Context: an optimization exercise on an open-source flow, tuned for small area, a short achievable clock period and few clock cycles per item. The choices shown serve that exercise and are no tape-out recipe. Only simulation tests tie the RTL to the original design; equivalence was not proved.

== alpha ==
==> flow/design.v <==
module huffman_top (
    input         clk,
    input         reset,
    input         gray_valid,
    input  [7:0]  gray_data,
    output        CNT_valid,
    output [47:0] CNT,
    output        code_valid,
    output [47:0] HC,
    output [47:0] M
);
reg        vld, srt, mrg, clr, cnt_v, code_v, gm;
reg  [4:1] F;
always @(posedge clk or posedge reset) begin
    if (reset) begin
        vld <= 1'b0; srt <= 1'b0; mrg <= 1'b0; clr <= 1'b1;
        F <= 4'b0; cnt_v <= 1'b0; code_v <= 1'b0; gm <= 1'b0;
    end else begin
        vld    <= gray_valid;
        cnt_v  <= vld && !gray_valid;
        code_v <= mrg && !F[1];
        clr    <= mrg && !F[1];
        if (vld && !gray_valid) begin
            srt <= 1'b1;
            gm  <= 1'b0;
            F   <= 4'b1111;
        end else if (srt || mrg) begin
            if (!F[1]) begin
                srt <= 1'b0;
                if (srt) gm <= 1'b1;
                mrg <= srt;
                F   <= {4{srt}};
            end else
                F <= {1'b0, F[4:2]};
        end
    end
end
reg  [6:0] R [0:5];
reg  [2:0] p [0:5];
reg  [4:0] hc [0:5];
reg  [2:0] ln [0:5];    
wire [6:0] X = (clr ? 7'd0 : R[0]) + (mrg ? R[1] : 7'd0);
wire [6:0] r1c = gm ? R[1] : 7'd0;
function lt3(input [6:0] a, input [6:0] c, input [6:0] r);
    reg [6:0] s, k;
    reg [7:0] t;
    begin
        s = a ^ c ^ ~r;
        k = (a & c) | (a & ~r) | (c & ~r);
        t = {1'b0, s} + {k[5:0], 1'b0};
        lt3 = k[6] | t[7];
    end
endfunction
wire [7:0] b;
assign b[0] = 1'b0;
assign b[1] = srt && (F[1] || R[1] < R[0]);
assign b[2] = (srt && F[2]) || lt3(R[0], r1c, R[2]);
assign b[3] = (srt && F[3]) || lt3(R[0], r1c, R[3]);
assign b[4] = (srt && F[4]) || lt3(R[0], r1c, R[4]);
assign b[5] = lt3(R[0], r1c, R[5]);
assign b[6] = 1'b0;
assign b[7] = 1'b0;
reg  [2:0] px;
always @(posedge clk)
    px <= gray_data[2:0];
wire [5:0] inc;
genvar g;
generate for (g = 0; g < 6; g = g + 1) begin : sym
    assign inc[g] = vld && (px == ((g == 5) ? 3'd1 : g + 2));
end endgenerate
integer m;
reg [6:0] r1, r2, ones;
reg       s1, s0;
always @(posedge clk) begin
    for (m = 0; m < 6; m = m + 1) begin
        r1 = (m < 5) ? R[m + 1] : 7'd127;
        r2 = (m < 4) ? R[m + 2] : 7'd127;
        ones = {&R[m][5:0], &R[m][4:0], &R[m][3:0], &R[m][2:0], &R[m][1:0], R[m][0], 1'b1};
        s0 = (srt && (b[m] || m == 0)) || (mrg && !b[m + 2]) || clr;
        s1 = (srt && !b[m + 1] && (b[m] || m == 0)) || (mrg && (b[m + 1] || m == 0)) || clr;
        case ({s1, s0})
            2'd0: R[m] <= R[m] ^ (ones & {7{inc[m]}});
            2'd1: R[m] <= r1;
            2'd2: R[m] <= r2;
            2'd3: R[m] <= X;
        endcase
    end
end
wire [5:1] t = srt ? b[5:1] : {1'b0, b[5:2]};
wire [2:0] q = {t[3], t[2] & !t[5], t[1] & !t[4]};
function [2:0] jdec1(input [2:0] j);    
    jdec1 = {!j[0], j[2], j[1]};
endfunction
function [2:0] jdec2(input [2:0] j);    
    jdec2 = {!j[1], !j[0], j[2]};
endfunction
function [5:0] jhot(input [2:0] j);     
    jhot = {j[2] & !j[1], j[1] & !j[0], j[2] & j[0], !j[2] & j[1], !j[1] & j[0], !j[2] & !j[0]};
endfunction
localparam [17:0] PINIT = {3'b110, 3'b111, 3'b011, 3'b001, 3'b000, 3'b100};
integer k;
reg [5:0] h, lh;
reg       bp, first2, inv, one;
reg [2:0] base, nxt;
always @(posedge clk) begin
    for (k = 0; k < 6; k = k + 1) begin
        h = jhot(p[k]);
        bp = |(h[5:1] & b[5:1]);
        first2 = h[0] | h[1];
        base = srt ? p[k] : jdec1(p[k]);
        nxt = bp ? jdec1(base) : base;
        p[k] <= (srt || mrg) ? (((srt && h[0]) || (mrg && first2)) ? q : nxt)
                             : PINIT[3 * k +: 3];
        inv = mrg && first2;
        one = mrg && h[0];
        ln[k] <= ({3{mrg & !first2}} & ln[k]) | ({3{inv}} & {ln[k][1:0], !ln[k][2]});
        lh = jhot(ln[k]);
        hc[k] <= ({5{mrg}} & hc[k]) | ({5{one}} & lh[4:0]);
    end
end
assign CNT_valid  = cnt_v;
assign code_valid = code_v;
assign CNT = {1'b0, R[5], 1'b0, R[0], 1'b0, R[1], 1'b0, R[2], 1'b0, R[3], 1'b0, R[4]};
assign HC  = {3'b0, hc[0], 3'b0, hc[1], 3'b0, hc[2], 3'b0, hc[3], 3'b0, hc[4], 3'b0, hc[5]};
function [7:0] mask(input [2:0] j);
    mask = {3'b0, j[2] & !j[1], j[2] & !j[0], j[2], j[2] | j[1], 1'b1};
endfunction
assign M   = {mask(ln[0]), mask(ln[1]), mask(ln[2]), mask(ln[3]), mask(ln[4]), mask(ln[5])};
endmodule
==> flow/config.mk <==
export PLATFORM = sky130hd
export DESIGN_NAME = huffman_top
export DESIGN_NICKNAME = huffman_top
export VERILOG_FILES = /design/flow/design.v
export SDC_FILE = /design/flow/constraint.sdc
export NUM_CORES = 4
export LEC_CHECK = 0
export ABC_AREA = 1
export CAP_MARGIN = 20
export CORE_MARGIN = 2
export CORE_UTILIZATION = 40
export CTS_BUF_LIST = sky130_fd_sc_hd__clkbuf_8
export SLEW_MARGIN = 20
==> flow/constraint.sdc <==
create_clock -name core_clock -period 10.0 [get_ports {clk}]
set_input_delay 2.0000 -clock core_clock [delete_from_list [all_inputs] [get_ports {clk}]]
set_output_delay 2.0000 -clock core_clock [all_outputs]
set_load 0.01 [all_outputs]
standard.sh (not shown) runs the stock make flow with config.mk's settings and CLKGATE_MAP_FILE= SYNTH_SCRIPT=/design/flow/synth_recipe.tcl, a recipe that flattens the netlist after the stock synthesis.
==> flow/flow/run.sh <==
#!/bin/bash
set -euo pipefail
export BUFFER_PORTS_ARGS="-buffer_cell sky130_fd_sc_hd__buf_1"
export SETUP_SLACK_MARGIN=6.75
bash standard.sh finish > flow.log 2>&1
Testbench counts of alpha, summed over its fixed seeds: cycles 35,840, images 320.
Input changes introduced in beta (baseline for comparison: alpha):
==> flow/flow/run.sh <==
#!/bin/bash
set -euo pipefail
export BUFFER_PORTS_ARGS="-buffer_cell sky130_fd_sc_hd__buf_1"
export SETUP_SLACK_MARGIN=6.65
bash standard.sh finish > flow.log 2>&1
### Flow results
Per the comparison of beta with alpha, via count of the first global-routing pass -56; hold slack stayed essentially flat; cell area decreased 2.0%.
Lower final net count was reported by beta, not alpha.
| count of final hold-check violations | alpha vs beta | ≈ equal |
beta vs alpha, wire length went down by about 2.2%.

---

Starts from the design.v that is shown in full above.
Settings: LEC_CHECK=0, ABC_AREA=1, CAP_MARGIN=20, CORE_MARGIN=2, CORE_UTILIZATION=40, CTS_BUF_LIST=sky130_fd_sc_hd__clkbuf_8, PLACE_DENSITY=0.75, SLEW_MARGIN=20; clock period 10.0 ns.
==> flow/flow/run.sh <==
#!/bin/bash
set -euo pipefail
export BUFFER_PORTS_ARGS="-buffer_cell sky130_fd_sc_hd__buf_1"
export SETUP_SLACK_MARGIN=6.7
bash standard.sh finish > flow.log 2>&1
Testbench counts at the start, summed over its fixed seeds: cycles 35,840, images 320.
Then changed:
PLACE_DENSITY = not set   (was 0.75)
=> Sequential share of layout area grows by 0.27 points; via count shrinks by 3.7%; wire length shrinks by about 0.8%; die area does not change; first-iteration DRC count shrinks by about 40%; hold slack is worse by 3.9 ps; critical path depth does not change; global-route usage grows by 0.27 points.

---

== lane 1 ==
huffman_top, a different RTL version from the one above (not shown whole).
For scale: roughly 1100 cells after synthesis, ~120 flip-flops, ~160 I/O pins, roughly 8900 um^2 of cells after synthesis.
export LEC_CHECK = 0
export CAP_MARGIN = 20
export CORE_MARGIN = 2
export CORE_UTILIZATION = 55
export CTS_BUF_LIST = sky130_fd_sc_hd__clkbuf_8
export SLEW_MARGIN = 20
create_clock -name core_clock -period 10.0 [get_ports {clk}]
==> flow/flow/run.sh <==
#!/bin/bash
set -euo pipefail
export BUFFER_PORTS_ARGS="-buffer_cell sky130_fd_sc_hd__buf_1"
export SETUP_SLACK_MARGIN=6.5
bash standard.sh finish > flow.log 2>&1
Testbench counts of lane 1, summed over its fixed seeds: cycles 35,840, images 320.
[inputs] lane 3 vs lane 1
Settings: a change of CORE_UTILIZATION from 55 to 40; an added ABC_AREA of 1.
[summary]
Compared with lane 1, lane 3 shows a lower post-route standard cell area excluding fillers. Between lane 1 and lane 3, the cell area after placement does not differ in any meaningful way. Slack of the critical path in lane 3 is 0.25 ns above lane 1. Relative to lane 1, wire length has increased by about 2.2% in lane 3. Lane 3 vs lane 1, commonest non-fill, non-tap cell in the layout: sky130_fd_sc_hd__nand2_1 vs sky130_fd_sc_hd__nor2_1. Lane 3 | status: complete | timing, DRC, antenna: pass. Status: clock insertion delay at the later pin of the skew report parity (lane 1, lane 3). Max number of inverters outside the clock class in the layout across lane 1 and lane 3: lane 3. Max routed length on met2 across lane 1 and lane 3: lane 3.

what the ideal ports hide:
The results above use ideal ports. As a check the final layouts listed here were re-extracted and re-timed, cells and wires unchanged.
Step 1 (the two cells are an assumption about what drives the block):
set clk [get_ports {clk}]
set_driving_cell -lib_cell sky130_fd_sc_hd__clkbuf_16 $clk
set_driving_cell -lib_cell sky130_fd_sc_hd__buf_2 [delete_from_list [all_inputs] $clk]
Step 2 moves the port delays by t, midway between the first and last clock arrival at a register: inputs arrive t later, outputs are due t later. That takes back most of the time a late clock gives input paths.
a / b / c = ideal ports / drivers / drivers and shift; a / b = the first two.
run | t (ns) | slack for setup (ns) | worst hold slack (ns)
alpha | 0.495 | 6.814 / 6.774 / 6.889 | 0.459 / 0.459 / 0.459
beta | 0.498 | 6.706 / 6.666 / 6.860 | 0.458 / 0.458 / 0.458
the first run of note 2 | 0.497 | 6.747 / 6.710 / 6.780 | 0.462 / 0.462 / 0.462
the second run of note 2 | 0.497 | 6.789 / 6.748 / 6.896 | 0.458 / 0.458 / 0.458
lane 1 | 0.482 | 6.398 / 6.416 / 5.934 | 0.467 / 0.467 / 0.467
lane 3 | 0.492 | 6.643 / 6.604 / 6.280 | 0.463 / 0.463 / 0.463
After both steps setup and hold are still met in every run listed. For lane 1, which loses most, drivers alone change the setup slack by +0.018 ns; drivers and shift together by -0.464 ns.
